From an optimization exercise on the open Yosys and OpenROAD flow, aimed at small area and a short achievable clock period; shortcuts taken in it are not production practice. At most, simulation tests tie the RTL to the original design; equivalence was not proved. Only the layout flow was run in run 4; the RTL was not checked for function there. Power figures rest on the tool's default switching activity, not on a simulated workload.

==> flow/design.v <==
module konya(DIN, Resetn, Clock, Run, Done, BusWires);
	input [15:0] DIN;
	input Resetn, Clock, Run;
	output Done;
	output [15:0] BusWires;
	reg [1:0] Tstep;
	reg L, b0;             
	reg [2:0] W, Y;        
	reg dsel;              
	reg Done;
	reg [15:0] R [0:7];
	reg [15:0] A;
	reg [15:0] BR;         
	reg zf;                
	reg gnew;              
	wire t0 = (Tstep == 2'd0);
	wire t1 = (Tstep == 2'd1);
	wire t2 = (Tstep == 2'd2);
	wire [2:0] op = DIN[15:13];
	wire [2:0] x = DIN[12:10];
	wire [2:0] y = DIN[9:7];
	wire op_mvi = (op == 3'd1);
	wire op_add = (op == 3'd2) | (op == 3'd3);
	wire op_st  = (op == 3'd4) | (op == 3'd5);
	wire op_nz  = (op == 3'd6);
	wire op_long = op_add | (op == 3'd7);
	assign BusWires = dsel ? DIN : BR;
	wire zf_now = gnew ? ~|BR : zf;
	reg [1:0] Tn;
	reg dsel_n, Done_n;
	always @(*) begin
		Tn = 2'd0; dsel_n = 1'b1; Done_n = 1'b0;
		case (Tstep)
			2'd0: if (Run) begin
				Tn = 2'd1;
				Done_n = ~op_long;
				dsel_n = op_mvi | (op == 3'd7) | (op_nz & ~zf_now);
			end
			2'd1: if (L) begin
				Tn = 2'd2;
				dsel_n = 1'b0;
			end
			2'd2: begin
				Tn = 2'd3;
				dsel_n = ~b0; Done_n = b0;
			end
			2'd3: ;
		endcase
	end
	always @(posedge Clock, negedge Resetn)
		if (!Resetn) begin
			Tstep <= 2'd0; dsel <= 1'b1; Done <= 1'b0;
		end else begin
			Tstep <= Tn; dsel <= dsel_n; Done <= Done_n;
		end
	wire [2:0] ridx = t0 ? ((op_add | op_st) ? x : y) : Y;
	wire [7:0] rsel = {8{~t2}} & (8'd1 << ridx);
	wire [15:0] sum = A + BR;
	wire [15:0] gv = b0 ? sum : (A ^ BR);
	wire [15:0] BRn;
	konya_andor9 rd (.sel({t2, rsel}),
		.d({gv, R[7], R[6], R[5], R[4], R[3], R[2], R[1], R[0]}), .q(BRn));
	always @(posedge Clock) begin
		if (t0) begin
			L  <= op_long;
			b0 <= op_add;
			W  <= op_st ? y : x;
			Y  <= y;
		end
		if (Done)
			R[W] <= BusWires;
		if (t1 & L & b0)
			A <= BR;
		BR <= BRn;
		gnew <= t2;
		zf <= zf_now;
	end
endmodule
module konya_andor9(sel, d, q);
	input [8:0] sel;
	input [9*16-1:0] d;
	output [15:0] q;
	reg [15:0] q;
	integer i;
	always @(*) begin
		q = 16'd0;
		for (i = 0; i < 9; i = i + 1)
			q = q | ({16{sel[i]}} & d[16*i +: 16]);
	end
endmodule
==> flow/run.sh <==
#!/bin/bash
# synth_recipe.tcl (not shown) runs the flow's synth.tcl, then flattens the netlist and writes it again
# the make line also repeats each setting of config.mk as NAME=value (left out here)
make -C /OpenROAD-flow-scripts/flow DESIGN_CONFIG=/design/flow/config.mk WORK_HOME=/design/flow/orfs CLKGATE_MAP_FILE= SYNTH_SCRIPT=/design/flow/synth_recipe.tcl finish
==> flow/config.mk <==
export PLATFORM = sky130hd
export DESIGN_NAME = konya
export DESIGN_NICKNAME = konya
export VERILOG_FILES = /design/flow/design.v
export SDC_FILE = /design/flow/constraint.sdc
export NUM_CORES = 4
export LEC_CHECK = 0
export CAP_MARGIN = 20
export CORE_MARGIN = 2
export CORE_UTILIZATION = 40
export CTS_BUF_LIST = sky130_fd_sc_hd__clkbuf_8
export CTS_CLUSTER_DIAMETER = 80
export CTS_CLUSTER_SIZE = 30
export SETUP_SLACK_MARGIN = 2.8
export SLEW_MARGIN = 20
export SYNTH_HIERARCHICAL = 1
export SYNTH_MINIMUM_KEEP_SIZE = 0
==> flow/constraint.sdc <==
create_clock -name core_clock -period 6.0 [get_ports {Clock}]
set_input_delay 1.2000 -clock core_clock [delete_from_list [all_inputs] [get_ports {Clock}]]
set_output_delay 1.2000 -clock core_clock [all_outputs]
set_load 0.01 [all_outputs]
==> flow_summary.toml, run 1 <==
[clock_tree]
cts_tree = "done"
htreeDepth = 4
cts_inserted_buffers = 17
ctsRootBufferMaster = "clkbuf_8"
clk_pin_slew_ns = 0.09
cts_hold_buf = 0
cts.sinks = 174
cts_buffer_depth = 2
insertion_delay_ns = 0.46

[grt]
grt_use_total_pct = 18.76
grt_overflow_total = 0
grt_max_degree = 21
grt_pass1_wl_mm = 26.72
antenna_found_initial = 0
first_global_vias = 4448

[timing]
worst_hold_slack_ns = 0.4599
clock_skew_ns = 0.01250
setup_ws_ns = 2.813
hold_viol = 0
timing.setup.tns_ns = 0
report.final.slew_viol_count = 0
fin_crit_ns = 3.187
finalCritPeriodShare_pct = 53.11
setup_viol = 0
worst_pin_slew_ns = 1.051
fmax_ghz = 0.3138
rsz0062_at_grt = "true"
maxSlewHeadroom_pct = 29.85

[die]
die_area_um2 = 19160
coreArea_um2 = 17840
die_y_um = 138.4
die_w_um = 138.4
io_pins = 36
start_util_pct = 40.51
row_count = 49

[placed_design]
placed_area_um2 = 7868
dpl.hpwl_mm = 11.01
dp_slack_ns = 1.870
io_buffer_count = 35
gp_congestion = 0.7809

[power_and_ir_drop]
leakage_nw = 3.029
p_sw_mw = 1.454
peakVddDrop_v = 0.0002291
p_per_area_nw_per_um2 = 488.5
comb_power_share_pct = 35.5
p_sw_share_pct = 35.13
p_int_mw = 2.686
p_total_mw = 4.140
clockPowerShare_pct = 21.0
p_seq_share_pct = 43.5

[synthesis]
synth_top_cell_by_area = "edfxtp_1"
synth_area_um2 = 7228
ys_types = 56
yosys.area.top_type_share_pct = 63.15
synth_cells = 466
synth_flop_cell = "edfxtp_1"
yosysSeqAreaShare_pct = 69.53
yosysWarnings = 8
synthArstFlopShare_pct = 2.299
synth.area.top_cells = "edfxtp_1, dfxtp_1, mux2_2"
synth-edff-count = 152
syn_area_per_cell_um2 = 15.51
ys_seq_elements = 174
synth_nets = 501

[critical_path]
end_kind = "primary output"
critPathArrivalTime_ns = 1.99
crit_path_max_fanout = 2
critPathRequiredTime_ns = 4.80
crit_path_start_kind = "input pin"
critPathKind = "in -> out"

[finish]
multiInputGateArea_um2 = 2145
layout.nets = 563
fillers = 1507
seq_area_um2 = 5030
fin_area_um2 = 8474
num_antenna_cells = 0
drive_above_1_share_pct = 23.84
syn2layout_area_growth_pct = 17.24

[job]
cap_violations = 0

[routing]
detail_route.wl_per_cell_um = 23.12
postRouteAntennaNets = 0
drt_first_pass_iters = 6
vias_per_cell = 5.735
vias = 4416
drtIter0Drc = 367
drc = 0
finalWirelength_mm = 17.80

[run_status]
status = "no timing/DRC/antenna violations"

[worst_hold_path]
hp-class = "reg -> reg"
==> path summary, 6_finish.rpt <==
path | from | endpoint | slack (ns) | cells past startpoint
worst max register to register | Tstep[0] | BR[15] | 3.17 | 6
worst min register to register | R[7][14] | BR[14] | 0.46 | 2
min in group asynchronous | Resetn | Tstep[0] | 0.93 | 1
worst min-delay path | R[7][14] | BR[14] | 0.46 | 2
worst max-delay path | DIN[3] | BusWires[3] | 2.81 | 3
max in group asynchronous | Resetn | dsel | 4.84 | 1
==> power by group through the flow <==
stage / Sequential (mW) / Combinational [mW] / Clock (mW)
after global routing: 1.83 / 1.58 / 0.924
after detailed placement: 1.82 / 1.37 / 0
after global placement: 1.82 / 1.34 / 0
final: 1.80 / 1.47 / 0.870
after floorplan: 1.70 / 0.965 / 0
after CTS: 1.80 / 1.45 / 0.880
==> cell usage after synthesis, types with 4 or more instances <==
library cell,instances
nand2b_1,5
mux2_2,21
a221oi_2,9
a22oi_1,18
a21oi_1,17
nand4_1,5
dfxtp_1,18
a22o_2,6
a221oi_1,7
xnor2_1,11
and3_1,4
edfxtp_1,152
buf_2,7
nor2_1,23
a21o_1,7
a22o_1,12
ha_1,15
nand2_1,18
clkbuf_1,12
nand3_1,19
a222oi_1,16
buf_6,4
o21ai_0,12
==> state kept, by name, indices dropped and copies added (netlist names), named ones only <==
signal / flops
BR: 16
Y: 3
A: 16
zf: 1
Tstep: 1
L: 1
dsel: 1
W: 3
R: 128
b0: 1
gnew: 1
Done: 1
==> metrics by stage <==
stage	utilization (%)	instances
finish	47.50	770
global route	47.50	770
CTS	47.39	770
detailed placement	44.10	722
global placement	44.10	722
floorplan	-	466
==> modules after synthesis, one instance, submodules excluded <==
| module | area [µm²] | cells inside | copies in the design | flops+latches |
|---|---|---|---|---|
| konya | 6427 | 373 | 1 | 174 |
| konya_andor9 | 800.8 | 93 | 1 | 0 |
==> final cells by class <==
class                      instances  area share, %
clock buffer                      17          2.761
clock inverter                    15          2.288
inverter                           2        0.08859
multi-input combinational        266          25.31
sequential                       174          59.35
tap                              229          3.381
timing repair buffer              67          6.821
==> routing by layer <==
| metal | GRT usage, % | share of wire [%] |
|---|---|---|
| met4 | 6.284 | 1.7 |
| met1 | 25.27 | 42 |
| met5 | 0 | 0 |
| met3 | 2.806 | 6.6 |
| met2 | 31.40 | 50 |
==> logic make-up after synthesis <==
kind of cell / synth area share [%]
AND/OR/NAND/NOR: 6.526
flip-flops: 69.53
AO/OA/AOI/OAI: 13.29
adder cells (fa/ha/maj): 2.873
multiplexers: 3.808
buffers and inverters: 2.042
XOR/XNOR: 1.922
==> timing repair <==
item                                    4_1_cts  5_1_grt
endpoints found under the setup margin       32       26
endpoints found under the hold margin         0        0
setup buffers                                16        0
pin swaps                                     0        0
gates resized for setup                      93       13
==> cell usage in the layout (no fill, tap or decap), types with 6 or more instances in the layout <==
master         Yosys  routed
edfxtp_1         152     152
buf_4              0      32
nor2_1            23      20
nand3_1           19      19
dfxtp_1           18      18
nand2_1           18      18
a22oi_1           18      18
a21oi_1           17      17
mux2_4             1      17
clkbuf_8           0      17
a222oi_1          16      16
ha_1              15      15
o21ai_0           12      12
a22o_1            12      12
xnor2_1           11      11
a221oi_2           9       9
a21o_1             7       7
a221oi_1           7       7
buf_6              4       7
a22o_2             6       6
dlygate4sd2_1      0       6
==> critical path, stage by stage <==
cell	delay, ns
clkdlybuf4s50_1	0.39
mux2_4	0.27
buf_6	0.12
==> run 2, diff against run 1 <==
--- a/flow/config.mk
+++ b/flow/config.mk
@@ -5,6 +5,7 @@
 export SDC_FILE = /design/flow/constraint.sdc
 export NUM_CORES = 4
 export LEC_CHECK = 0
+export ABC_AREA = 1
 export CAP_MARGIN = 20
 export CORE_MARGIN = 2
 export CORE_UTILIZATION = 40
==> run 2 against run 1 <==
Effect of this change:
- global-route usage increased by 0.35 points
- clock skew increased by 0.0056 ns
- via count increased by 17%
- clock power decreased by 4.1%
- critical path type unchanged
- largest cell class unchanged
- highest routed layer unchanged
==> flow_summary.toml, run 2 <==
[timing]
rsz0062_at_grt = "false"
fmax_ghz = 0.3140
fin_crit_ns = 3.185
report.final.slew_viol_count = 0
setup_ws_ns = 2.816
setup_viol = 0
finalCritPeriodShare_pct = 53.07
worst_pin_slew_ns = 1.026
maxSlewHeadroom_pct = 31.50
timing.setup.tns_ns = 0
clock_skew_ns = 0.01814
hold_viol = 0

[clock_tree]
clk_pin_slew_ns = 0.10
cts_buffer_depth = 2
insertion_delay_ns = 0.47
cts.sinks = 174
cts_inserted_buffers = 17
ctsRootBufferMaster = "clkbuf_8"
cts_tree = "done"
htreeDepth = 4
cts_hold_buf = 0

[grt]
first_global_vias = 4877
grt_max_degree = 21
grt_use_total_pct = 19.11
grt_overflow_total = 0
grt_pass1_wl_mm = 28.30
antenna_found_initial = 0

[finish]
layout.nets = 852
syn2layout_area_growth_pct = 15.88
num_antenna_cells = 0
seq_area_um2 = 5030
final_cell_mix = "nand2_1, edfxtp_1, nor2_1"
fin_area_um2 = 9012
drive_above_1_share_pct = 16.63
top_register = "R"
fillers = 1836
largest_reg_flops = 128
top_regs = "R x128, A x16, BR x16"
final_core_util_pct = 46.77
final_common_cell = "nand2_1"
multiInputGateArea_um2 = 2480

[die]
row_count = 51
coreArea_um2 = 19270
io_pins = 36
die_area_um2 = 20580
start_util_pct = 40.36
die_y_um = 143.4
die_w_um = 143.4

[routing]
detail_route.wl_per_cell_um = 16.73
drc = 0
drtIter0Drc = 409
vias_per_cell = 4.721
finalWirelength_mm = 18.32
postRouteAntennaNets = 0
vias = 5170
drt_first_pass_iters = 5

[synthesis]
synth_flop_cell = "edfxtp_1"
ys_types = 34
yosysSeqAreaShare_pct = 64.62
synth_top_cell_by_area = "edfxtp_1"
yosysWarnings = 8
synth_commonest_cells = "nand2_1, edfxtp_1, nor2_1"
synthArstFlopShare_pct = 2.299
synth-edff-count = 152
yosys.area.top_type_share_pct = 58.69
synthMostInstantiatedCell = "nand2_1"
synth.area.top_cells = "edfxtp_1, nand2_1, dfxtp_1"
synth_area_um2 = 7777
ys_seq_elements = 174
synth_nets = 786
syn_area_per_cell_um2 = 10.36
synth_cells = 751

[worst_hold_path]
hp-class = "reg -> reg"

[power_and_ir_drop]
p_int_mw = 2.739
p_per_area_nw_per_um2 = 499.9
p_seq_share_pct = 40.3
leakage_nw = 3.746
comb_power_share_pct = 41.2
p_total_mw = 4.505
clockPowerShare_pct = 18.5
p_sw_mw = 1.766
peakVddDrop_v = 0.0001934
p_sw_share_pct = 39.20

[critical_path]
critPathKind = "in -> out"
crit_path_max_fanout = 5
critPathArrivalTime_ns = 1.98
crit_path_start_kind = "input pin"
critPathRequiredTime_ns = 4.80
end_kind = "primary output"

[placed_design]
dp_slack_ns = 1.735
placed_area_um2 = 8354
io_buffer_count = 35
gp_congestion = 0.8337
dpl.hpwl_mm = 11.67

[run_status]
status = "no timing/DRC/antenna violations"

[job]
cap_violations = 0
==> run 2: changes by cell type in the layout (fill, tap and decap cells not counted), moves of 9 or more <==
cell	change
inv_2	+12
a222oi_1	-16
nand2_1	+301
nor2_1	+42
a22o_1	-12
nand3_1	+16
a22oi_1	-18
inv_1	+33
a221oi_2	-9
o21ai_0	-9
==> run 2: logic make-up after synthesis <==
logic type | Yosys count | share of synthesized area (%)
xor+xnor | 7 | 0.7883
flops | 174 | 64.62
compound gates | 30 | 2.413
buf+inv | 73 | 5.341
fa+ha+maj | 16 | 2.671
mux | 10 | 1.448
simple gates | 441 | 22.72
==> run 2: stage by stage <==
stage | std cells | hold WS, ns
floorplan | 751 | 0.4230
global placement | 1042 | 0.4383
detailed placement | 1042 | 0.4446
CTS | 1092 | 0.4700
global route | 1095 | 0.4888
finish | 1095 | 0.4653
==> run 2: repair_timing <==
item	CTS	global route
gates resized for setup	111	7
gates cloned	4	0
setup endpoints to repair	16	14
pin swaps	2	0
setup buffers	14	3
==> run 2: layout make-up <==
type	count	share of cell area (%)
inverters	50	2.082
multi-input cells	508	27.52
repair buffers	66	6.372
clock inverters	15	1.944
clock buffers	17	2.596
well taps	265	3.679
flip-flops and latches	174	55.81
==> run 2: worst paths after layout <==
kind                       startpoint      endpoint  slack (ns)  cells past startpoint
min in group asynchronous      Resetn          Done        0.92                      1
hold reg to reg                    zf            zf        0.47                      2
hold / removal                     zf            zf        0.47                      2
setup / recovery              DIN[11]  BusWires[11]        2.82                      3
max in group asynchronous      Resetn          dsel        4.84                      1
setup reg to reg             Tstep[0]         BR[5]        3.57                      9
==> run 2: metal layers <==
metal | part of all wire, % | GRT usage (%)
met1 | 48 | 27.18
met4 | 2.1 | 6.450
met3 | 4.7 | 4.132
met5 | 0 | 0
met2 | 45 | 29.17
==> run 2: critical path, cell delays in order <==
cell	delay, ns
clkdlybuf4s15_2	0.23
mux2_4	0.31
clkdlybuf4s15_2	0.24
==> run 2: power by group through the flow <==
stage / logic, mW / clock network (mW) / registers (mW)
2_1_floorplan: 1.20 / 0 / 1.77
3_3_place_gp: 1.62 / 0 / 1.85
3_5_place_dp: 1.64 / 0 / 1.85
4_1_cts: 1.85 / 0.854 / 1.81
5_1_grt: 2.08 / 0.896 / 1.84
6_report: 1.86 / 0.834 / 1.82
==> run 2: Yosys stat by module, one instance, submodules excluded <==
module	flops+latches	area [µm²]
konya	174	6585
konya_andor9	0	1192
==> run 3, diff against run 2 <==
--- a/flow/config.mk
+++ b/flow/config.mk
@@ -5,14 +5,13 @@
 export SDC_FILE = /design/flow/constraint.sdc
 export NUM_CORES = 4
 export LEC_CHECK = 0
-export ABC_AREA = 1
 export CAP_MARGIN = 20
 export CORE_MARGIN = 2
 export CORE_UTILIZATION = 40
 export CTS_BUF_LIST = sky130_fd_sc_hd__clkbuf_8
 export CTS_CLUSTER_DIAMETER = 80
 export CTS_CLUSTER_SIZE = 30
-export SETUP_SLACK_MARGIN = 2.8
+export SETUP_SLACK_MARGIN = 3.3
 export SLEW_MARGIN = 20
 export SYNTH_HIERARCHICAL = 1
 export SYNTH_MINIMUM_KEEP_SIZE = 0
==> run 3 against run 2 <==
Effect of this change:
- maximum frequency is 5.5% higher
- critical endpoint is now BusWires[14]
- global-route usage is 0.57 points lower
- synthesized area is 7.1% lower
- register-to-register slack worse by 0.10 ns
- critical path depth stayed put
- power is 5.1% lower
- design area is 1.6% lower
- clock power is 12% lower
- utilization is 2.9 points higher
- highest routed layer unchanged
- hold slack better by 0.013 ns
==> flow_summary.toml, run 3 <==
[critical_path]
crit_path_max_fanout = 6
crit_path_start_kind = "flip-flop"
reg2reg_slack_ns = 3.47
critPathKind = "reg -> out"
end_kind = "primary output"
critPathArrivalTime_ns = 1.82
critPathRequiredTime_ns = 4.80

[synthesis]
ys_types = 56
synth_nets = 501
yosysWarnings = 8
muxShareOfSynthArea_pct = 3.808
synth-simple-area-share_pct = 6.526
synth_cells = 466
ys_seq_elements = 174
synth_top_cell_by_area = "edfxtp_1"
synth_compound_area_share_pct = 13.29
synth.area.top_cells = "edfxtp_1, dfxtp_1, mux2_2"
synthMostInstantiatedCell = "edfxtp_1"
yosysSeqAreaShare_pct = 69.53
synthArstFlopShare_pct = 2.299
syn_area_per_cell_um2 = 15.51
synth_top_family_by_area = "compound AO/OA/AOI/OAI gates"
synth-edff-count = 152
synth_xor_area_share_pct = 1.921
synthAdderAreaFrac_pct = 2.873
synth_flop_cell = "edfxtp_1"
yosys.area.top_type_share_pct = 63.15
synth_commonest_cells = "edfxtp_1, nor2_1, mux2_2"
synth_area_um2 = 7228

[clock_tree]
cts_hold_buf = 0
cts.sinks = 174
insertion_delay_ns = 0.46
ctsRootBufferMaster = "clkbuf_8"
cts_buffer_depth = 2
clk_pin_slew_ns = 0.08
htreeDepth = 4
cts_inserted_buffers = 17
cts_tree = "done"

[die]
die_y_um = 138.4
start_util_pct = 40.51
row_count = 49
coreArea_um2 = 17840
io_pins = 36
die_area_um2 = 19160
die_w_um = 138.4

[timing]
clock_skew_ns = 0.009618
fmax_ghz = 0.3314
timing.setup.tns_ns = 0
rsz0062_at_grt = "true"
hold_viol = 0
finalCritPeriodShare_pct = 50.30
worst_pin_slew_ns = 1.009
maxSlewHeadroom_pct = 32.46
fin_crit_ns = 3.018
setup_viol = 0
report.final.slew_viol_count = 0

[finish]
drive_above_1_share_pct = 31.57
top_regs = "R x128, A x16, BR x16"
largest_reg_flops = 128
top_register = "R"
layout.nets = 589
final_common_cell = "edfxtp_1"
syn2layout_area_growth_pct = 22.66
num_antenna_cells = 0
final_cell_mix = "edfxtp_1, buf_4, buf_6"

[grt]
first_global_vias = 4465
grt_pass1_wl_mm = 26.58
grt_max_degree = 21
grt_use_total_pct = 18.54
antenna_found_initial = 0
grt_overflow_total = 0

[run_status]
status = "no timing/DRC/antenna violations"

[routing]
dr_wl_met3_mm = 1.183
drtIter0Drc = 398
wl_met1_mm = 7.740
drc = 0
vias = 4452
detail_route.wl_per_cell_um = 22.39
finalWirelength_mm = 17.82
wl_met2_mm = 8.545
highest_layer = "met4"
drt_first_pass_iters = 5
vias_per_cell = 5.593
postRouteAntennaNets = 0

[placed_design]
io_buffer_count = 35
dpl.hpwl_mm = 11.26
gp_congestion = 0.7835

[worst_hold_path]
hp-class = "reg -> reg"

[power_and_ir_drop]
leakage_nw = 3.180
p_total_mw = 4.277
p_per_area_nw_per_um2 = 482.4
peakVddDrop_v = 0.0002528

[job]
cap_violations = 0
## run 3: changes by cell type after synthesis, sizes merged, moves of 16 or more
| cell | previous run | this run |
|---|---|---|
| inv | 47 | 2 |
| nor2 | 70 | 23 |
| nand2 | 326 | 18 |
| a22o | 0 | 18 |
| a22oi | 0 | 18 |
| a221oi | 0 | 16 |
| a222oi | 0 | 16 |
| nand3 | 37 | 19 |
## run 3: final cells by class
type,count,area (µm²)
inverters,2,7.507
clock buffers,20,275.3
flip-flops and latches,174,5031
multi-input cells,266,2295
well taps,229,286.5
fillers,1466,8975
repair buffers,93,888.4
clock inverters,12,82.58
## run 3: kinds of logic (layout without fill, tap and decap cells)
logic type / count (synthesis) / count (layout)
multiplexers: 24 / 24
AO/OA/AOI/OAI: 118 / 118
AND/OR/NAND/NOR: 93 / 93
buffers and inverters: 26 / 127
XOR/XNOR: 15 / 15
flip-flops: 174 / 174
adder cells (fa/ha/maj): 16 / 16
## run 3: per-layer routing
layer  vias to the layer above  GRT usage, %
met1                      2219         24.67
met2                       148         30.15
met4                         0         5.747
met3                        32         4.711
met5                         -             0
li1                       2053             -
## run 3: repair_timing
action	CTS	global route
cloned	0	2
endpoints found under the setup margin	32	33
buffers inserted	31	11
pin swaps	7	17
gates resized for setup	150	26
## run 3: modules after synthesis, one instance, submodules excluded
module / cells / copies in the design / area [µm²] / flops+latches
konya_andor9: 93 / 1 / 800.8 / 0
konya: 373 / 1 / 6427 / 174
## run 3: where the power goes
| part | internal [mW] | total, mW | switching [mW] |
|---|---|---|---|
| sequential | 1.61 | 1.78 | 0.170 |
| combinational | 0.798 | 1.76 | 0.959 |
| clock | 0.350 | 0.735 | 0.386 |
| total | 2.76 | 4.28 | 1.52 |
## run 3: final timing paths
check / from / end / depth (start not counted)
max: dsel / BusWires[14] / 3
min: R[5][11] / BR[11] / 2
max reg2reg: A[0] / BR[14] / 10
min reg2reg: R[5][11] / BR[11] / 2
max in group asynchronous: Resetn / dsel / 1
min in group asynchronous: Resetn / Done / 1
## run 3: critical path: stages, from the launching register on
cell and delay (ns):
dfstp_4 0.71, buf_8 0.16, mux2_4 0.36, buf_6 0.14
## run 3: stage by stage
| stage | hold slack, ns | setup WS (ns) | cells | utilization, % | instance area [µm²] |
|---|---|---|---|---|---|
| floorplan | 0.4219 | 3.133 | 466 | - | 7351 |
| global placement | 0.4566 | 1.846 | 720 | 44.65 | 7965 |
| detailed placement | 0.4639 | 1.687 | 720 | 44.68 | 7971 |
| CTS | 0.4800 | 2.953 | 783 | 48.52 | 8656 |
| global route | 0.4934 | 2.930 | 796 | 49.69 | 8866 |
| finish | 0.4788 | 2.982 | 796 | 49.69 | 8866 |
==> run 4, diff against run 3 <==
--- a/flow/design.v
+++ b/flow/design.v
@@ -55,8 +55,13 @@
 		end
 	wire [2:0] ridx = t0 ? ((op_add | op_st) ? x : y) : Y;
 	wire [7:0] rsel = {8{~t2}} & (8'd1 << ridx);
-	wire [15:0] sum = A + BR;
-	wire [15:0] gv = b0 ? sum : (A ^ BR);
+	wire [16:0] c;
+	assign c[0] = 1'b0;
+	genvar k;
+	generate for (k = 0; k < 16; k = k + 1) begin : add
+		assign c[k+1] = (A[k] & BR[k]) | (c[k] & (A[k] ^ BR[k]));
+	end endgenerate
+	wire [15:0] gv = A ^ BR ^ (c[15:0] & {16{b0}});
 	wire [15:0] BRn;
 	konya_andor9 rd (.sel({t2, rsel}),
 		.d({gv, R[7], R[6], R[5], R[4], R[3], R[2], R[1], R[0]}), .q(BRn));
@@ -80,11 +85,17 @@
 	input [8:0] sel;
 	input [9*16-1:0] d;
 	output [15:0] q;
-	reg [15:0] q;
-	integer i;
-	always @(*) begin
-		q = 16'd0;
-		for (i = 0; i < 9; i = i + 1)
-			q = q | ({16{sel[i]}} & d[16*i +: 16]);
-	end
+	genvar b;
+	generate for (b = 0; b < 16; b = b + 1) begin : bt
+		wire [2:0] n;
+		konya_aoi222 g0 (.s(sel[2:0]), .d({d[32+b], d[16+b], d[b]}), .y(n[0]));
+		konya_aoi222 g1 (.s(sel[5:3]), .d({d[80+b], d[64+b], d[48+b]}), .y(n[1]));
+		konya_aoi222 g2 (.s(sel[8:6]), .d({d[128+b], d[112+b], d[96+b]}), .y(n[2]));
+		assign q[b] = ~&n;
+	end endgenerate
 endmodule
+module konya_aoi222(s, d, y);
+	input [2:0] s, d;
+	output y;
+	assign y = ~|(s & d);
+endmodule
==> run 4 against run 3 <==
Effect of this change:
- clock power up 3.7%
- cell count down 4.6%
- highest routed layer unchanged
- setup slack better by 0.0029 ns
- flip-flop and latch count unchanged
- hold slack lost 0.0072 ns
- design area is 2.6% lower
- via count is 2.0% lower
- largest cell class unchanged
==> flow_summary.toml, run 4 <==
[placed_design]
dpl.hpwl_mm = 10.40
gp_congestion = 0.8483
io_buffer_count = 35

[synthesis]
synth_top_cell_by_area = "edfxtp_1"
synthArstFlopShare_pct = 2.299
ys_seq_elements = 174
synth_flop_cell = "edfxtp_1"
yosysSeqAreaShare_pct = 72.64
synth.area.top_cells = "edfxtp_1, a222oi_1, dfxtp_1"
synth-edff-count = 152
synth_cells = 416
synth_commonest_cells = "edfxtp_1, a222oi_1, nor2_1"
synth_nets = 450
syn_area_per_cell_um2 = 16.63
synth_area_um2 = 6919
yosysWarnings = 7
yosys.area.top_type_share_pct = 65.97
synthMostInstantiatedCell = "edfxtp_1"
ys_types = 54

[power_and_ir_drop]
peakVddDrop_v = 0.0001970
p_per_area_nw_per_um2 = 480.2
leakage_nw = 3.064

[timing]
finalCritPeriodShare_pct = 50.25
report.final.slew_viol_count = 0
clock_skew_ns = 0.01199
setup_viol = 0
fin_crit_ns = 3.015
rsz0062_at_grt = "true"
worst_pin_slew_ns = 1.040
hold_viol = 0
worst_hold_slack_ns = 0.4716
fmax_ghz = 0.3317
timing.setup.tns_ns = 0
maxSlewHeadroom_pct = 30.35

[grt]
grt_pass1_wl_mm = 26.07
grt_max_degree = 21
grt_use_total_pct = 19.77
first_global_vias = 4299
grt_overflow_total = 0
antenna_found_initial = 0

[critical_path]
crit_family = "buffers and inverters"
path_buf_inv = 2
end_kind = "primary output"
crit_path_max_fanout = 2
path_cells = "dlygate4sd2_1 -> mux2_4 -> buf_6"
critPathRequiredTime_ns = 4.80
crit_path_start_kind = "input pin"
cpMaxStageDelayCell = "mux2_4"
critPathKind = "in -> out"
critPathArrivalTime_ns = 1.81
slowest_delay_ns = 0.26

[die]
die_area_um2 = 18370
die_y_um = 135.5
start_util_pct = 40.42
io_pins = 36
row_count = 48
coreArea_um2 = 17120
die_w_um = 135.5

[routing]
drt_first_pass_iters = 7
detail_route.wl_per_cell_um = 23.28
drc = 0
vias_per_cell = 5.748
vias = 4363
drtIter0Drc = 604
postRouteAntennaNets = 0
finalWirelength_mm = 17.67

[finish]
largest_reg_flops = 128
top_regs = "R x128, A x16, BR x16"
syn2layout_area_growth_pct = 24.79
drive_above_1_share_pct = 29.21
seq_area_um2 = 5030
num_antenna_cells = 0
final_core_util_pct = 50.45
multiInputGateArea_um2 = 2018
final_cell_mix = "edfxtp_1, a222oi_1, buf_4"
top_register = "R"
fillers = 1427
layout.nets = 555
final_common_cell = "edfxtp_1"

[clock_tree]
clk_pin_slew_ns = 0.08
cts.sinks = 174
ctsRootBufferMaster = "clkbuf_8"
cts_buffer_depth = 2
cts_hold_buf = 0
cts_inserted_buffers = 17
cts_tree = "done"
htreeDepth = 4
insertion_delay_ns = 0.45

[job]
cap_violations = 0

[worst_hold_path]
hp-class = "reg -> reg"

[run_status]
status = "no timing/DRC/antenna violations"
[run 4: cell types whose count changed after synthesis, moves of 7 or more]
| cell | before | now |
|---|---|---|
| a221oi_2 | 9 | 0 |
| a21oi_1 | 17 | 9 |
| o21ai_0 | 12 | 1 |
| a22oi_1 | 18 | 5 |
| clkbuf_1 | 12 | 1 |
| a222oi_1 | 16 | 48 |
| a221oi_1 | 7 | 0 |
| a22o_1 | 12 | 1 |
[run 4: layout make-up]
type                       instances  area share [%]
sequential                       174           58.25
multi-input combinational        233           23.37
timing repair buffer              91           10.74
tap                              225           3.260
clock buffer                      17           2.710
clock inverter                    15           1.493
inverter                           4          0.1739
[run 4: path summary, 6_finish.rpt]
kind	start	to	slack, ns	cells past startpoint
worst max-delay path	DIN[4]	BusWires[4]	2.99	3
worst min-delay path	zf	zf	0.47	2
worst max register to register	b0	BR[9]	3.53	7
worst min register to register	zf	zf	0.47	2
max in group asynchronous	Resetn	dsel	4.80	1
min in group asynchronous	Resetn	Done	0.94	1
[run 4: report_power, final]
part | internal, mW | switching (mW) | leakage, nW | total [mW]
Sequential | 1.61 | 0.147 | 1.58 | 1.76
Combinational | 0.749 | 0.876 | 1.30 | 1.63
Clock | 0.359 | 0.402 | 0.186 | 0.762
[run 4: per-module statistics from Yosys, one instance, submodules excluded]
module / flip-flops and latches / cells / copies in the design / area, µm²
konya: 174 / 352 / 1 / 6359
konya_aoi222: 0 / 1 / 48 / 10.01
konya_andor9: 0 / 16 / 1 / 80.08
[run 4: what timing repair did]
action,CTS,global route
resized for setup,151,14
pin swaps,4,22
hold endpoints to repair,0,0
setup endpoints to repair,32,29
setup buffers,36,10
gates cloned,0,1
[run 4: through the flow]
step / cells / power [mW] / worst slack, ns / cell area, µm²
after floorplan: 416 / 2.623 / 3.268 / 6987
after global placement: 680 / 3.041 / 1.942 / 7669
after detailed placement: 680 / 3.079 / 1.858 / 7669
after CTS: 748 / 4.071 / 2.976 / 8454
after global routing: 759 / 4.349 / 2.954 / 8635
final: 759 / 4.146 / 2.985 / 8635
[run 4: cell families (layout without fill, tap and decap cells)]
family / count (synthesis) / count (layout) / synth area share [%]
AO/OA/AOI/OAI: 89 / 89 / 11.66
XOR/XNOR: 17 / 17 / 2.261
AND/OR/NAND/NOR: 89 / 89 / 6.293
adder cells (fa/ha/maj): 15 / 15 / 2.712
flip-flops: 174 / 174 / 72.64
buffers and inverters: 9 / 127 / 0.6871
multiplexers: 23 / 23 / 3.743
[run 4: per-layer routing]
layer | up-vias | routed length [µm] | GRT usage, % | part of all wire, %
li1 | 1957 | - | - | -
met1 | 2219 | 7421 | 26.48 | 42
met2 | 162 | 8803 | 32.37 | 50
met3 | 25 | 1135 | 4.115 | 6.4
met4 | 0 | 310 | 6.597 | 1.8
met5 | - | 0 | 0 | 0
[run 4: worst min-delay path, cell delays in order (launching register included)]
cell	delay, ns
dfxtp_1	0.31
nand2b_1	0.06
o41ai_2	0.06
==> run 5, diff against run 4 <==
--- a/flow/design.v
+++ b/flow/design.v
@@ -7,6 +7,7 @@
 	reg L, b0;             
 	reg [2:0] W, Y;        
 	reg dsel;              
+	reg dn;                
 	reg Done;
 	reg [15:0] R [0:7];
 	reg [15:0] A;
@@ -24,7 +25,10 @@
 	wire op_st  = (op == 3'd4) | (op == 3'd5);
 	wire op_nz  = (op == 3'd6);
 	wire op_long = op_add | (op == 3'd7);
-	assign BusWires = dsel ? DIN : BR;
+	wire [15:0] nd, nb;
+	konya_nand2 bus_d [15:0] (.a(DIN), .b({16{dsel}}), .y(nd));
+	konya_nand2 bus_b [15:0] (.a(BR), .b({16{dn}}), .y(nb));
+	konya_nand2 bus_o [15:0] (.a(nd), .b(nb), .y(BusWires));
 	wire zf_now = gnew ? ~|BR : zf;
 	reg [1:0] Tn;
 	reg dsel_n, Done_n;
@@ -49,9 +53,9 @@
 	end
 	always @(posedge Clock, negedge Resetn)
 		if (!Resetn) begin
-			Tstep <= 2'd0; dsel <= 1'b1; Done <= 1'b0;
+			Tstep <= 2'd0; dsel <= 1'b1; dn <= 1'b0; Done <= 1'b0;
 		end else begin
-			Tstep <= Tn; dsel <= dsel_n; Done <= Done_n;
+			Tstep <= Tn; dsel <= dsel_n; dn <= ~dsel_n; Done <= Done_n;
 		end
 	wire [2:0] ridx = t0 ? ((op_add | op_st) ? x : y) : Y;
 	wire [7:0] rsel = {8{~t2}} & (8'd1 << ridx);
@@ -99,3 +103,8 @@
 	output y;
 	assign y = ~|(s & d);
 endmodule
+module konya_nand2(a, b, y);
+	input a, b;
+	output y;
+	assign y = ~(a & b);
+endmodule
==> run 5 against run 4 <==
Effect of this change:
- still clean on timing, DRC and antenna
- combinational power is essentially flat
- sequential share of layout area fell by 0.074 points
- die area is 0.52% lower
- critical path type unchanged
- critical endpoint is now BusWires[10]
- largest power group unchanged
- global-route usage decreased by 0.37 points
- largest cell class unchanged
- register-to-register slack worse by 0.09 ns
==> flow_summary.toml, run 5 <==
[routing]
vias_per_cell = 5.756
drtIter0Drc = 534
finalWirelength_mm = 17.23
drt_first_pass_iters = 5
detail_route.wl_per_cell_um = 22.38
drc = 0
vias = 4432
postRouteAntennaNets = 0

[finish]
largest_reg_flops = 128
layout.nets = 571
final_cell_mix = "edfxtp_1, a222oi_1, nand2_1"
num_antenna_cells = 0
fillers = 1354
drive_above_1_share_pct = 30.00
syn2layout_area_growth_pct = 26.38
top_register = "R"
top_regs = "R x128, A x16, BR x16"
fin_area_um2 = 8697
final_cell_count_no_fill = 770
final_common_cell = "edfxtp_1"

[critical_path]
path_buf_inv = 2
critPathKind = "in -> out"
crit_path_start_kind = "input pin"
path_cells = "buf_6 -> nand2_4 -> nand2_4 -> buf_6"
critPathRequiredTime_ns = 4.80
cpMaxStageDelayCell = "buf_6"
critPathArrivalTime_ns = 1.58
cp.depth = 4
reg2regPathDepth = 8
crit_path_max_fanout = 3
slowest_delay_ns = 0.12
crit_family = "buffers and inverters"
end_kind = "primary output"

[worst_hold_path]
whs_path_depth = 2
hp-class = "reg -> reg"

[synthesis]
synthArstFlopShare_pct = 2.857
ys_seq_elements = 175
synth-edff-count = 152
ys_types = 51
synth_commonest_cells = "edfxtp_1, nand2_1, a222oi_1"
synth_nets = 481
syn_area_per_cell_um2 = 15.40
synth.area.top_cells = "edfxtp_1, a222oi_1, dfxtp_1"
yosysSeqAreaShare_pct = 73.40
synth_top_cell_by_area = "edfxtp_1"
synthMostInstantiatedCell = "edfxtp_1"
synth_flop_cell = "edfxtp_1"
synth_cells = 447
yosysWarnings = 7
yosys.area.top_type_share_pct = 66.33
synth_area_um2 = 6882

[timing]
rsz0062_at_grt = "true"
report.final.slew_viol_count = 0
worst_pin_slew_ns = 1.052
fin_crit_ns = 2.781
timing.setup.tns_ns = 0
setup_ws_ns = 3.219
hold_viol = 0
finalCritPeriodShare_pct = 46.35
setup_viol = 0
fmax_ghz = 0.3595
clock_skew_ns = 0.01156
maxSlewHeadroom_pct = 29.80

[placed_design]
place_inst = 704
dpl.hpwl_mm = 10.47
placed_area_um2 = 7611
gp_congestion = 0.7613
dp_slack_ns = 1.888
io_buffer_count = 35

[clock_tree]
ctsRootBufferMaster = "clkbuf_8"
htreeDepth = 4
cts_tree = "done"
cts_buffer_depth = 2
cts_inserted_buffers = 17
clk_pin_slew_ns = 0.08
insertion_delay_ns = 0.45
cts.sinks = 175
cts_hold_buf = 0

[grt]
grt_max_degree = 20
grt_use_total_pct = 19.40
grt_pass1_wl_mm = 25.66
first_global_vias = 4480
grt_overflow_total = 0
antenna_found_initial = 0

[die]
coreArea_um2 = 16700
die_y_um = 135.2
row_count = 47
die_area_um2 = 18270
start_util_pct = 41.20
io_pins = 36
die_w_um = 135.2

[power_and_ir_drop]
peakVddDrop_v = 0.0002077
p_per_area_nw_per_um2 = 497.0
leakage_nw = 3.090
p_total_mw = 4.322

[job]
cap_violations = 0

[run_status]
status = "no timing/DRC/antenna violations"
run 5: changes by cell type after synthesis, sizes merged, moves of 2 or more:
cell   delta
or2       +4
nand2    +46
buf       -2
mux2     -16
run 5: cells by family (layout without fill, tap and decap cells):
logic type	Yosys count	count (layout)	synth area share (%)
flip-flops	175	175	73.40
AND/OR/NAND/NOR	138	138	8.891
AO/OA/AOI/OAI	89	89	11.22
XOR/XNOR	17	17	2.273
adder cells (fa/ha/maj)	15	15	2.727
multiplexers	7	7	1.145
buffers and inverters	6	109	0.3453
run 5: final cells by class:
class,instances,area [µm²],area share [%]
Clock inverter,15,203.9,2.345
Inverter,3,11.26,0.1295
Multi-Input combinational cell,266,2168,24.93
Tap cell,220,275.3,3.165
Sequential cell,175,5060,58.18
Timing Repair Buffer,74,744.5,8.560
Clock buffer,17,234.0,2.690
run 5: final timing paths:
path | slack, ns | start | end
min in group asynchronous | 0.97 | Resetn | Tstep[0]
worst min-delay path | 0.47 | R[4][9] | BR[9]
worst max register to register | 3.44 | A[1] | BR[9]
worst max-delay path | 3.22 | DIN[10] | BusWires[10]
max in group asynchronous | 4.77 | Resetn | dsel
worst min register to register | 0.47 | R[4][9] | BR[9]
run 5: where the power goes:
| part | switching [mW] | internal (mW) | leakage, nW | total, mW |
|---|---|---|---|---|
| combinational | 0.939 | 0.696 | 1.28 | 1.64 |
| sequential | 0.170 | 1.63 | 1.60 | 1.80 |
| clock | 0.426 | 0.458 | 0.211 | 0.884 |
run 5: per-module statistics from Yosys, one instance, submodules excluded:
module | flip-flops and latches | times used | area (µm²) | cells
konya | 175 | 1 | 6141 | 335
konya_andor9 | 0 | 1 | 80.08 | 16
konya_aoi222 | 0 | 48 | 10.01 | 1
konya_nand2 | 0 | 48 | 3.754 | 1
run 5: stage by stage:
step           utilization (%)  hold slack [ns]
3_5_place_dp             45.57           0.4510
4_1_cts                  51.67           0.4737
5_1_grt                  52.08           0.5054
2_1_floorplan                -           0.4189
3_3_place_gp             45.57           0.4501
6_report                 52.08           0.4722
run 5: metal layers:
metal	vias to the layer above	track usage (%)	part of all wire (%)
met5	-	0	0
met4	0	6.481	1.5
met3	20	3.666	6.2
met2	142	33.08	51
met1	2260	25.12	41
li1	2010	-	-
run 5: repair_timing:
action,in CTS,in global routing
setup buffers,31,3
endpoints found under the setup margin,32,32
pin swaps,38,13
resized for setup,236,12
run 5: tightest hold or removal path, delay by kind of cell (launching register included):
family,cells,cell delay (ns)
compound gates,1,0.06
flops,1,0.32
simple gates,1,0.06
==> run 6, diff against run 5 <==
--- a/flow/config.mk
+++ b/flow/config.mk
@@ -11,7 +11,7 @@
 export CTS_BUF_LIST = sky130_fd_sc_hd__clkbuf_8
 export CTS_CLUSTER_DIAMETER = 80
 export CTS_CLUSTER_SIZE = 30
-export SETUP_SLACK_MARGIN = 3.3
+export SETUP_SLACK_MARGIN = 3.0
 export SLEW_MARGIN = 20
 export SYNTH_HIERARCHICAL = 1
 export SYNTH_MINIMUM_KEEP_SIZE = 0
==> run 6 against run 5 <==
Effect of this change:
- still clean on timing, DRC and antenna
- sequential share of layout area increased by 2.3 points
- sequential power about the same
- design area decreased by 3.9%
- hold slack improved by 0.0044 ns
- via count unchanged
- utilization decreased by 2.0 points
- register-to-register slack got worse by 0.16 ns
- critical endpoint is now BusWires[5]
==> flow_summary.toml, run 6 <==
[routing]
drtIter0Drc = 415
wl_met1_mm = 7.298
highest_layer = "met4"
detail_route.wl_per_cell_um = 22.07
vias = 4432
postRouteAntennaNets = 0
drc = 0
wl_met2_mm = 8.190
finalWirelength_mm = 16.91
drt_first_pass_iters = 7
vias_per_cell = 5.786
dr_wl_met3_mm = 1.027

[synthesis]
yosysSeqAreaShare_pct = 73.40
synth_area_um2 = 6882
yosysWarnings = 7
syn_area_per_cell_um2 = 15.40
ys_seq_elements = 175
synth_cells = 447
synthArstFlopShare_pct = 2.857
synthMostInstantiatedCell = "edfxtp_1"
ys_types = 51
synth_nets = 481
yosys.area.top_type_share_pct = 66.33
synth-edff-count = 152
synth_top_cell_by_area = "edfxtp_1"
synth_commonest_cells = "edfxtp_1, nand2_1, a222oi_1"
synth.area.top_cells = "edfxtp_1, a222oi_1, dfxtp_1"
synth_flop_cell = "edfxtp_1"

[die]
die_w_um = 135.2
coreArea_um2 = 16700
die_y_um = 135.2
io_pins = 36
start_util_pct = 41.20
die_area_um2 = 18270
row_count = 47

[grt]
grt_use_total_pct = 19.19
grt_pass1_wl_mm = 25.49
grt_overflow_total = 0
antenna_found_initial = 0
first_global_vias = 4392
grt_max_degree = 23

[run_status]
status = "no timing/DRC/antenna violations"

[job]
cap_violations = 0

[critical_path]
critPathKind = "in -> out"
crit-reg2reg-launch = "b0"
end_kind = "primary output"
r2r_end = "BR[11]"
critPathArrivalTime_ns = 1.95
crit_path_start_kind = "input pin"
crit_path_max_fanout = 2
critPathRequiredTime_ns = 4.80
reg2reg_slack_ns = 3.28
reg2regPathDepth = 7

[finish]
final_cell_mix = "edfxtp_1, a222oi_1, nand2_1"
drive_above_1_share_pct = 24.54
largest_reg_flops = 128
layout.nets = 567
syn2layout_area_growth_pct = 21.44
num_antenna_cells = 0
top_register = "R"
final_core_util_pct = 50.04
final_common_cell = "edfxtp_1"
top_regs = "R x128, A x16, BR x16"
fin_area_um2 = 8357

[timing]
fin_crit_ns = 3.154
worst_pin_slew_ns = 1.005
clock_skew_ns = 0.01282
timing.setup.tns_ns = 0
rsz0062_at_grt = "true"
fmax_ghz = 0.3170
maxSlewHeadroom_pct = 32.95
report.final.slew_viol_count = 0
hold_viol = 0
setup_viol = 0
finalCritPeriodShare_pct = 52.57

[clock_tree]
cts_tree = "done"
insertion_delay_ns = 0.45
cts_buffer_depth = 2
cts_hold_buf = 0
ctsRootBufferMaster = "clkbuf_8"
cts_inserted_buffers = 17
cts.sinks = 175
htreeDepth = 4
clk_pin_slew_ns = 0.08

[power_and_ir_drop]
p_per_area_nw_per_um2 = 488.4
leakage_nw = 2.975
peakVddDrop_v = 0.0002298

[worst_hold_path]
min_to = "BR[8]"
whs_path_depth = 2
hp-class = "reg -> reg"
min_from = "R[4][8]"

[placed_design]
placed_area_um2 = 7612
io_buffer_count = 35
gp_congestion = 0.8239
dpl.hpwl_mm = 10.52
run 6: cell counts after synthesis:
Identical to the previous run, type by type.
run 6: cell type report:
type / instances / area [µm²]
Multi-Input combinational cell: 266 / 2016
Inverter: 3 / 11.26
Clock buffer: 19 / 261.5
Sequential cell: 175 / 5056
Clock inverter: 13 / 146.4
Timing Repair Buffer: 70 / 590.6
Fill cell: 1447 / 8344
Tap cell: 220 / 275.3
run 6: cells by family after synthesis:
group | count (synthesis) | synth area share (%)
compound gates | 89 | 11.22
flops | 175 | 73.40
fa+ha+maj | 15 | 2.727
buf+inv | 6 | 0.3453
mux | 7 | 1.145
xor+xnor | 17 | 2.273
simple gates | 138 | 8.891
run 6: worst max path at each step:
stage / start / endpoint / slack, ns / cells after the start
2_1_floorplan: DIN[14] / BR[0] / 3.04 / 7
3_3_place_gp: DIN[15] / BusWires[15] / 1.99 / 4
3_5_place_dp: DIN[14] / BR[13] / 1.94 / 8
4_1_cts: DIN[15] / BusWires[15] / 2.75 / 4
5_1_grt: DIN[5] / BusWires[5] / 2.84 / 4
6_report: DIN[5] / BusWires[5] / 2.85 / 4
run 6: report_power, final:
part           internal (mW)  switching (mW)
Combinational          0.590           0.848
Sequential              1.63           0.184
Clock                  0.427           0.402
run 6: through the flow:
stage / hold slack, ns / instances / worst slack, ns / power, mW
5_1_grt: 0.5099 / 766 / 2.838 / 4.276
3_5_place_dp: 0.4611 / 710 / 1.941 / 3.093
4_1_cts: 0.4799 / 761 / 2.750 / 4.051
2_1_floorplan: 0.4189 / 447 / 3.041 / 2.561
6_report: 0.4766 / 766 / 2.846 / 4.082
3_3_place_gp: 0.4492 / 710 / 1.992 / 3.055
run 6: what timing repair did:
| item | 4_1_cts | 5_1_grt |
|---|---|---|
| pin swaps | 20 | 7 |
| endpoints found under the setup margin | 32 | 25 |
| resized for setup | 138 | 15 |
| gates cloned | 0 | 0 |
| buffers inserted | 19 | 5 |
run 6: per-layer routing:
metal  track usage (%)  vias up
met5                 0        -
met4             8.449        0
met3             3.554       30
met2             30.65      168
met1             25.84     2229
li1                  -     2005
run 6: per-module statistics from Yosys (local to each module, per instance):
module | times used | area (µm²)
konya_aoi222 | 48 | 10.01
konya_andor9 | 1 | 80.08
konya_nand2 | 48 | 3.754
konya | 1 | 6141
run 6: worst max-delay path: stages:
cell and delay [ns]:
clkdlybuf4s50_1 0.47, nand2_1 0.09, nand2_4 0.10, buf_6 0.10
==> run 7, diff against run 6 <==
--- a/flow/config.mk
+++ b/flow/config.mk
@@ -11,7 +11,7 @@
 export CTS_BUF_LIST = sky130_fd_sc_hd__clkbuf_8
 export CTS_CLUSTER_DIAMETER = 80
 export CTS_CLUSTER_SIZE = 30
-export SETUP_SLACK_MARGIN = 3.0
+export SETUP_SLACK_MARGIN = 3.15
 export SLEW_MARGIN = 20
 export SYNTH_HIERARCHICAL = 1
 export SYNTH_MINIMUM_KEEP_SIZE = 0
==> run 7 against run 6 <==
Effect of this change:
- clock skew shrank 0.0032 ns
- synthesized area did not move
- critical path type unchanged
- maximum frequency up 11%
- die area is the same
- utilization grew 0.50 points
- cell count fell by 0.13%
- still clean on timing, DRC and antenna
- synthesized cell count stayed put
- critical path depth stayed put
- hold slack lost 0.0068 ns
- setup slack better by 0.32 ns
==> flow_summary.toml, run 7 <==
[critical_path]
r2r_end = "BR[14]"
crit-reg2reg-launch = "BR[1]"
end_kind = "primary output"
reg2regPathDepth = 8
critPathArrivalTime_ns = 1.64
endpoint = "BusWires[2]"
crit_path_max_fanout = 2
reg2reg_slack_ns = 3.42
critPathRequiredTime_ns = 4.80
critPathKind = "in -> out"
setup.worst_path.start = "DIN[2]"
crit_path_start_kind = "input pin"

[timing]
worst_hold_slack_ns = 0.4698
finalCritPeriodShare_pct = 47.28
clock_skew_ns = 0.009615
hold_viol = 0
setup_ws_ns = 3.163
worst_pin_slew_ns = 1.055
rsz0062_at_grt = "false"
fin_crit_ns = 2.837
maxSlewHeadroom_pct = 29.62
setup_viol = 0
fmax_ghz = 0.3525
report.final.slew_viol_count = 0
timing.setup.tns_ns = 0

[worst_hold_path]
hp-class = "reg -> reg"

[synthesis]
synthAdderAreaFrac_pct = 2.727
synth_top_cell_by_area = "edfxtp_1"
synth_commonest_cells = "edfxtp_1, nand2_1, a222oi_1"
synth-simple-area-share_pct = 8.891
synthMostInstantiatedCell = "edfxtp_1"
syn_area_per_cell_um2 = 15.40
yosysWarnings = 7
synth_xor_area_share_pct = 2.273
synth.area.top_cells = "edfxtp_1, a222oi_1, dfxtp_1"
synth_compound_area_share_pct = 11.22
muxShareOfSynthArea_pct = 1.145
synth_flop_cell = "edfxtp_1"
ys_seq_elements = 175
synthArstFlopShare_pct = 2.857
synth_cells = 447
ys_types = 51
synth-edff-count = 152
synth_nets = 481
yosys.area.top_type_share_pct = 66.33
yosysSeqAreaShare_pct = 73.40
synth_area_um2 = 6882
synth_top_family_by_area = "compound AO/OA/AOI/OAI gates"

[placed_design]
dpl.hpwl_mm = 10.31
io_buffer_count = 35
gp_congestion = 0.7502
dp_slack_ns = 1.871

[grt]
antenna_found_initial = 0
grt_overflow_total = 0
grt_pass1_wl_mm = 25.27
use_met1_pct = 25.00
use_met2_pct = 32.15
gr-usage-met3_pct = 3.330
grt_use_total_pct = 19.15
busiest_layer = "met2"
grt_max_degree = 23
first_global_vias = 4445

[finish]
fillers = 1455
drive_above_1_share_pct = 26.97
final_common_cell = "edfxtp_1"
top_regs = "R x128, A x16, BR x16"
final_cell_mix = "edfxtp_1, a222oi_1, nand2_1"
syn2layout_area_growth_pct = 22.65
largest_reg_flops = 128
num_antenna_cells = 0
layout.nets = 566
top_register = "R"

[routing]
detail_route.wl_per_cell_um = 22.09
vias_per_cell = 5.728
drtIter0Drc = 442
postRouteAntennaNets = 0
finalWirelength_mm = 16.90
drc = 0
drt_first_pass_iters = 6
vias = 4382

[clock_tree]
clk_pin_slew_ns = 0.09
cts_hold_buf = 0
cts_inserted_buffers = 17
htreeDepth = 4
ctsRootBufferMaster = "clkbuf_8"
insertion_delay_ns = 0.46
cts.sinks = 175
cts_tree = "done"
cts_buffer_depth = 2

[run_status]
status = "no timing/DRC/antenna violations"

[die]
row_count = 47
die_y_um = 135.2
die_w_um = 135.2
coreArea_um2 = 16700
die_area_um2 = 18270
io_pins = 36
start_util_pct = 41.20

[job]
cap_violations = 0

[power_and_ir_drop]
leakage_nw = 2.974
peakVddDrop_v = 0.0002317
p_per_area_nw_per_um2 = 493.5
==> run 7: how the worst min path moves through the flow <==
stage / end / from / cells after the start / slack (ns)
final: BR[6] / R[4][6] / 2 / 0.47
after CTS: BR[12] / R[4][12] / 2 / 0.47
after floorplan: zf / zf / 2 / 0.42
after global routing: BR[15] / R[4][15] / 2 / 0.50
after global placement: BR[6] / R[4][6] / 2 / 0.45
after detailed placement: BR[6] / R[4][6] / 2 / 0.45
==> run 7: layout make-up <==
type	count	area [µm²]	area share [%]
flip-flops and latches	175	5056	59.90
well taps	220	275.3	3.261
multi-input cells	266	2083	24.68
clock inverters	15	166.4	1.972
clock buffers	17	234.0	2.772
inverters	3	11.26	0.1334
repair buffers	69	614.3	7.278
==> run 7: critical path: stages <==
cell	delay [ns]
clkdlybuf4s15_1	0.19
nand2_2	0.08
nand2_4	0.05
buf_6	0.11
==> run 7: per-module statistics from Yosys (local to each module, per instance) <==
module | cell area [µm²] | copies in the design | flip-flops and latches | cells
konya_aoi222 | 10.01 | 48 | 0 | 1
konya_andor9 | 80.08 | 1 | 0 | 16
konya | 6141 | 1 | 175 | 335
konya_nand2 | 3.754 | 48 | 0 | 1
==> run 7: kinds of logic after synthesis <==
logic type      after synthesis
compound gates               89
xor+xnor                     17
fa+ha+maj                    15
buf+inv                       6
flops                       175
mux                           7
simple gates                138
==> run 7: per-layer routing <==
metal  part of all wire (%)  wire length (µm)
met1                     42              7073
met2                     50              8429
met3                    6.3              1060
met4                    2.0               333
met5                      0                 0
==> run 7: metrics by stage <==
| stage | power, mW | util, % | instances | area (µm²) |
|---|---|---|---|---|
| after global placement | 3.059 | 45.56 | 704 | 7609 |
| after global routing | 4.375 | 50.54 | 765 | 8441 |
| after CTS | 4.113 | 50.10 | 760 | 8368 |
| final | 4.165 | 50.54 | 765 | 8441 |
| after floorplan | 2.581 | - | 447 | 6928 |
| after detailed placement | 3.093 | 45.56 | 704 | 7609 |
==> run 7: power breakdown <==
part	switching, mW	total [mW]	internal (mW)
clock	0.411	0.821	0.410
combinational	0.909	1.55	0.642
sequential	0.163	1.79	1.63
==> run 7: what timing repair did <==
action	4_1_cts	5_1_grt
resized for setup	189	6
setup endpoints to repair	32	18
pin swaps	29	6
buffers inserted	24	5
==> run 8, diff against run 7 <==
--- a/flow/config.mk
+++ b/flow/config.mk
@@ -7,7 +7,7 @@
 export LEC_CHECK = 0
 export CAP_MARGIN = 20
 export CORE_MARGIN = 2
-export CORE_UTILIZATION = 40
+export CORE_UTILIZATION = 55
 export CTS_BUF_LIST = sky130_fd_sc_hd__clkbuf_8
 export CTS_CLUSTER_DIAMETER = 80
 export CTS_CLUSTER_SIZE = 30
==> run 8 against run 7 <==
Effect of this change:
- sequential power about the same
- critical path depth did not move
- hold slack is essentially flat
- setup slack better by 0.0065 ns
- global-route usage rose by 6.8 points
- synthesized cell count is the same
- via count grew 0.84%
- register-to-register slack worse by 0.11 ns
- clock power fell by 4.9%
- combinational power about the same
- count of clock-buffer cells in the layout unchanged
- first-iteration DRC count rose by 18%
- critical path type unchanged
==> flow_summary.toml, run 8 <==
[routing]
drt_first_pass_iters = 8
detail_route.wl_per_cell_um = 22.63
drtIter0Drc = 520
postRouteAntennaNets = 0
wl_met2_mm = 8.039
finalWirelength_mm = 16.32
vias_per_cell = 6.129
dr_wl_met3_mm = 1.160
drc = 0
vias = 4419
highest_layer = "met4"
wl_met1_mm = 6.841

[timing]
clock_skew_ns = 0.01476
fmax_ghz = 0.3533
rsz0062_at_grt = "false"
maxSlewHeadroom_pct = 36.40
setup_viol = 0
finalCritPeriodShare_pct = 47.17
timing.setup.tns_ns = 0
setup_ws_ns = 3.170
fin_crit_ns = 2.830
report.final.slew_viol_count = 0
hold_viol = 0
worst_pin_slew_ns = 0.9505
worst_hold_slack_ns = 0.4695

[grt]
grt_overflow_total = 0
grt_max_degree = 23
first_global_vias = 4499
antenna_found_initial = 0
grt_use_total_pct = 25.91
grt_pass1_wl_mm = 24.81

[placed_design]
dpl.hpwl_mm = 10.13
place_inst = 656
dp_slack_ns = 1.918
gp_congestion = 0.8096
io_buffer_count = 35

[finish]
drive_above_1_share_pct = 28.39
num_antenna_cells = 0
layout.nets = 575
final_common_cell = "edfxtp_1"
top_register = "R"
fillers = 841
final_cell_count_no_fill = 721
largest_reg_flops = 128
top_regs = "R x128, A x16, BR x16"
syn2layout_area_growth_pct = 22.44
final_cell_mix = "edfxtp_1, a222oi_1, buf_4"

[synthesis]
synth-edff-count = 152
ys_types = 51
synthArstFlopShare_pct = 2.857
synth.area.top_cells = "edfxtp_1, a222oi_1, dfxtp_1"
synth_area_um2 = 6882
synth_cells = 447
ys_seq_elements = 175
yosys.area.top_type_share_pct = 66.33
synth_top_cell_by_area = "edfxtp_1"
synth_commonest_cells = "edfxtp_1, nand2_1, a222oi_1"
syn_area_per_cell_um2 = 15.40
synthMostInstantiatedCell = "edfxtp_1"
synth_flop_cell = "edfxtp_1"
yosysSeqAreaShare_pct = 73.40
yosysWarnings = 7
synth_nets = 481

[die]
coreArea_um2 = 12110
io_pins = 36
die_area_um2 = 13420
die_w_um = 115.9
die_y_um = 115.9
row_count = 40
start_util_pct = 56.82

[power_and_ir_drop]
clockPowerShare_pct = 18.8
p_seq_share_pct = 43.4
p_int_mw = 2.666
peakVddDrop_v = 0.0002993
p_sw_share_pct = 35.76
p_per_area_nw_per_um2 = 492.6
leakage_nw = 3.016
p_sw_mw = 1.484
comb_power_share_pct = 37.8

[critical_path]
reg2regPathDepth = 8
critPathArrivalTime_ns = 1.63
end_kind = "primary output"
reg2reg_slack_ns = 3.31
critPathRequiredTime_ns = 4.80
crit-reg2reg-launch = "A[1]"
critPathKind = "in -> out"
crit_path_max_fanout = 4
r2r_end = "BR[10]"
crit_path_start_kind = "input pin"
setup.worst_path.start = "DIN[9]"
endpoint = "BusWires[9]"

[clock_tree]
cts.sinks = 175
cts_hold_buf = 0
cts_tree = "done"
clk_pin_slew_ns = 0.08
htreeDepth = 4
cts_buffer_depth = 2
cts_inserted_buffers = 17
ctsRootBufferMaster = "clkbuf_8"
insertion_delay_ns = 0.45

[run_status]
status = "no timing/DRC/antenna violations"

[worst_hold_path]
hp-class = "reg -> reg"
min_from = "R[4][1]"

[job]
cap_violations = 0
==> run 8: cell counts after synthesis <==
Identical to the previous run, type by type.
==> run 8: how the worst min path moves through the flow <==
| stage | endpoint | slack [ns] | cells after the start |
|---|---|---|---|
| final | BR[1] | 0.47 | 2 |
| after global routing | BR[4] | 0.49 | 2 |
| after floorplan | zf | 0.42 | 2 |
| after global placement | BR[8] | 0.45 | 2 |
| after CTS | BR[2] | 0.47 | 2 |
| after detailed placement | BR[5] | 0.45 | 2 |
==> run 8: Yosys stat by module, one instance, submodules excluded <==
| module | cells inside | flip-flops and latches | times used |
|---|---|---|---|
| konya_aoi222 | 1 | 0 | 48 |
| konya_andor9 | 16 | 0 | 1 |
| konya | 335 | 175 | 1 |
| konya_nand2 | 1 | 0 | 48 |
==> run 8: repair_timing <==
action                                  in CTS  in global routing
gates resized for setup                    187                 11
setup buffers                               24                 10
pin swaps                                   28                  7
endpoints found under the setup margin      32                 26
==> run 8: area by class of cell <==
cell class / instances / area [µm²] / share of cell area [%]
clock buffer: 17 / 234.0 / 2.777
clock inverter: 14 / 145.1 / 1.723
inverter: 3 / 11.26 / 0.1337
sequential: 175 / 5056 / 60.01
timing repair buffer: 78 / 689.4 / 8.182
tap: 168 / 210.2 / 2.495
multi-input combinational: 266 / 2079 / 24.68
==> run 8: cells by family (layout without fill, tap and decap cells) <==
group | after synthesis | after routing | share of synthesized area [%]
xor+xnor | 17 | 17 | 2.273
buf+inv | 6 | 112 | 0.3453
flops | 175 | 175 | 73.40
compound gates | 89 | 89 | 11.22
simple gates | 138 | 138 | 8.891
mux | 7 | 7 | 1.145
fa+ha+maj | 15 | 15 | 2.727
==> run 8: power groups by stage <==
stage | sequential [mW] | clock [mW] | combinational, mW
floorplan | 1.74 | 0 | 0.841
global placement | 1.83 | 0 | 1.22
detailed placement | 1.83 | 0 | 1.24
CTS | 1.80 | 0.794 | 1.45
global route | 1.82 | 0.832 | 1.71
finish | 1.80 | 0.781 | 1.57
==> run 8: routing by layer <==
layer,GRT usage (%),up-vias
met4,9.841,0
met5,0,-
li1,-,2021
met2,40.31,153
met3,8.421,27
met1,34.43,2218
==> run 8: per-stage QoR <==
stage / cell area, µm² / util, % / power, mW
3_5_place_dp: 7556 / 62.39 / 3.078
3_3_place_gp: 7556 / 62.39 / 3.046
4_1_cts: 8290 / 68.45 / 4.052
6_report: 8426 / 69.57 / 4.151
5_1_grt: 8426 / 69.57 / 4.360
2_1_floorplan: 6928 / - / 2.581
==> run 8: worst max-delay path, stage by stage <==
cell and delay [ns]:
buf_2 0.13, nand2_2 0.10, nand2_4 0.06, buf_2 0.14
==> run 9, diff against run 8 <==
--- a/flow/config.mk
+++ b/flow/config.mk
@@ -7,11 +7,11 @@
 export LEC_CHECK = 0
 export CAP_MARGIN = 20
 export CORE_MARGIN = 2
-export CORE_UTILIZATION = 55
+export CORE_UTILIZATION = 40
 export CTS_BUF_LIST = sky130_fd_sc_hd__clkbuf_8
 export CTS_CLUSTER_DIAMETER = 80
 export CTS_CLUSTER_SIZE = 30
-export SETUP_SLACK_MARGIN = 3.15
+export SETUP_SLACK_MARGIN = 3.22
 export SLEW_MARGIN = 20
 export SYNTH_HIERARCHICAL = 1
 export SYNTH_MINIMUM_KEEP_SIZE = 0
==> run 9 against run 8 <==
Effect of this change:
- combinational power hardly changed
- synthesized cell count stayed put
- die area is 36% higher
- maximum frequency is 1.8% higher
- utilization is 18 points lower
- critical path depth stayed put
- critical endpoint is now BusWires[10]
- highest routed layer unchanged
==> flow_summary.toml, run 9 <==
[critical_path]
critPathKind = "in -> out"
crit_path_max_fanout = 3
crit_path_start_kind = "input pin"
end_kind = "primary output"
critPathRequiredTime_ns = 4.80
critPathArrivalTime_ns = 1.58

[synthesis]
ys_types = 51
yosysWarnings = 7
synthArstFlopShare_pct = 2.857
yosys.area.top_type_share_pct = 66.33
synth_top_cell_by_area = "edfxtp_1"
synth_cells = 447
synthMostInstantiatedCell = "edfxtp_1"
synth_nets = 481
yosysSeqAreaShare_pct = 73.40
synth_area_um2 = 6882
synth_flop_cell = "edfxtp_1"
synth_commonest_cells = "edfxtp_1, nand2_1, a222oi_1"
synth-edff-count = 152
syn_area_per_cell_um2 = 15.40
ys_seq_elements = 175
synth.area.top_cells = "edfxtp_1, a222oi_1, dfxtp_1"

[timing]
timing.setup.tns_ns = 0
hold_viol = 0
worst_pin_slew_ns = 1.048
clock_skew_ns = 0.01349
setup_ws_ns = 3.221
fin_crit_ns = 2.779
rsz0062_at_grt = "true"
maxSlewHeadroom_pct = 30.08
report.final.slew_viol_count = 0
setup_viol = 0
fmax_ghz = 0.3598
worst_hold_slack_ns = 0.4727
finalCritPeriodShare_pct = 46.32

[routing]
wl_met1_mm = 7.084
vias_per_cell = 5.738
postRouteAntennaNets = 0
highest_layer = "met4"
drt_first_pass_iters = 7
wl_met2_mm = 8.660
drc = 0
vias = 4384
finalWirelength_mm = 17.03
drtIter0Drc = 475
detail_route.wl_per_cell_um = 22.29
dr_wl_met3_um = 963

[run_status]
status = "no timing/DRC/antenna violations"

[placed_design]
dpl.hpwl_mm = 10.47
placed_area_um2 = 7611
dp_slack_ns = 1.888
io_buffer_count = 35
gp_congestion = 0.7613

[grt]
grt_use_total_pct = 19.05
first_global_vias = 4385
antenna_found_initial = 0
grt_overflow_total = 0
grt_pass1_wl_mm = 25.23
grt_max_degree = 23

[finish]
largest_reg_flops = 128
fillers = 1378
syn2layout_area_growth_pct = 24.58
num_antenna_cells = 0
final_common_cell = "edfxtp_1"
fin_area_um2 = 8573
seq_area_um2 = 5056
drive_above_1_share_pct = 28.31
final_cell_mix = "edfxtp_1, a222oi_1, nand2_1"
top_register = "R"
top_regs = "R x128, A x16, BR x16"
layout.nets = 565
multiInputGateArea_um2 = 2121

[clock_tree]
htreeDepth = 4
cts_buffer_depth = 2
insertion_delay_ns = 0.45
cts_inserted_buffers = 17
cts_tree = "done"
cts.sinks = 175
clk_pin_slew_ns = 0.09
ctsRootBufferMaster = "clkbuf_8"

[die]
row_count = 47
io_pins = 36
start_util_pct = 41.20
die_w_um = 135.2
coreArea_um2 = 16700
die_y_um = 135.2
die_area_um2 = 18270

[worst_hold_path]
hp-class = "reg -> reg"

[job]
cap_violations = 0

[power_and_ir_drop]
p_total_mw = 4.275
peakVddDrop_v = 0.0002080
p_per_area_nw_per_um2 = 498.7
leakage_nw = 3.028
[run 9: cell counts after synthesis]
Identical to the previous run, type by type.
[run 9: cell families (layout without fill, tap and decap cells)]
family	after synthesis	in the layout	synth area share, %
flip-flops	175	175	73.40
AND/OR/NAND/NOR	138	138	8.891
AO/OA/AOI/OAI	89	89	11.22
XOR/XNOR	17	17	2.273
adder cells (fa/ha/maj)	15	15	2.727
multiplexers	7	7	1.145
buffers and inverters	6	103	0.3453
[run 9: repair_timing]
action / 4_1_cts / 5_1_grt
setup endpoints to repair: 32 / 24
gates resized for setup: 217 / 12
buffers inserted: 24 / 4
pin swaps: 35 / 10
hold buffers: 0 / 0
cloned: 0 / 0
[run 9: stage by stage]
| stage | utilization, % | instances |
|---|---|---|
| finish | 51.33 | 764 |
| global route | 51.33 | 764 |
| CTS | 50.69 | 760 |
| detailed placement | 45.57 | 704 |
| global placement | 45.57 | 704 |
| floorplan | - | 447 |
[run 9: metal layers]
metal / vias to the layer above / GRT usage, %
met5: - / 0
met4: 0 / 6.424
met3: 23 / 3.741
met2: 132 / 32.15
met1: 2234 / 24.84
li1: 1995 / -
[run 9: final timing paths]
check	from	endpoint	slack, ns	cells after the start
worst max-delay path	DIN[10]	BusWires[10]	3.22	4
worst min-delay path	R[4][12]	BR[12]	0.47	2
worst max register to register	A[1]	BR[14]	3.37	8
worst min register to register	R[4][12]	BR[12]	0.47	2
max in group asynchronous	Resetn	dsel	4.78	1
min in group asynchronous	Resetn	Tstep[0]	0.96	1
[run 9: area by class of cell]
| class | instances | share of cell area (%) |
|---|---|---|
| inverter | 3 | 0.1313 |
| clock inverter | 15 | 2.379 |
| multi-input combinational | 266 | 24.74 |
| clock buffer | 17 | 2.729 |
| tap | 220 | 3.211 |
| timing repair buffer | 68 | 7.837 |
| sequential | 175 | 58.98 |
[run 9: power by group]
part / internal [mW] / total [mW] / leakage, nW / switching (mW)
logic: 0.670 / 1.59 / 1.22 / 0.920
clock network: 0.458 / 0.884 / 0.211 / 0.426
registers: 1.63 / 1.80 / 1.60 / 0.170
total: 2.76 / 4.28 / 3.03 / 1.52
[run 9: worst max-delay path: stages]
cell	delay, ns
buf_6	0.10
nand2_4	0.08
nand2_4	0.07
buf_6	0.12
[run 9: per-module statistics from Yosys (local to each module, per instance)]
module	flip-flops and latches	cell area, µm²	copies in the design	cells inside
konya_andor9	0	80.08	1	16
konya	175	6141	1	335
konya_nand2	0	3.754	48	1
konya_aoi222	0	10.01	48	1

Setup slack of run 9, layout unchanged: 3.221 ns with ideal ports, 3.174 ns with driving cells assumed (clock clkbuf_16, inputs buf_2), 2.794 ns with port delays also shifted by the 0.479 ns mid clock arrival.
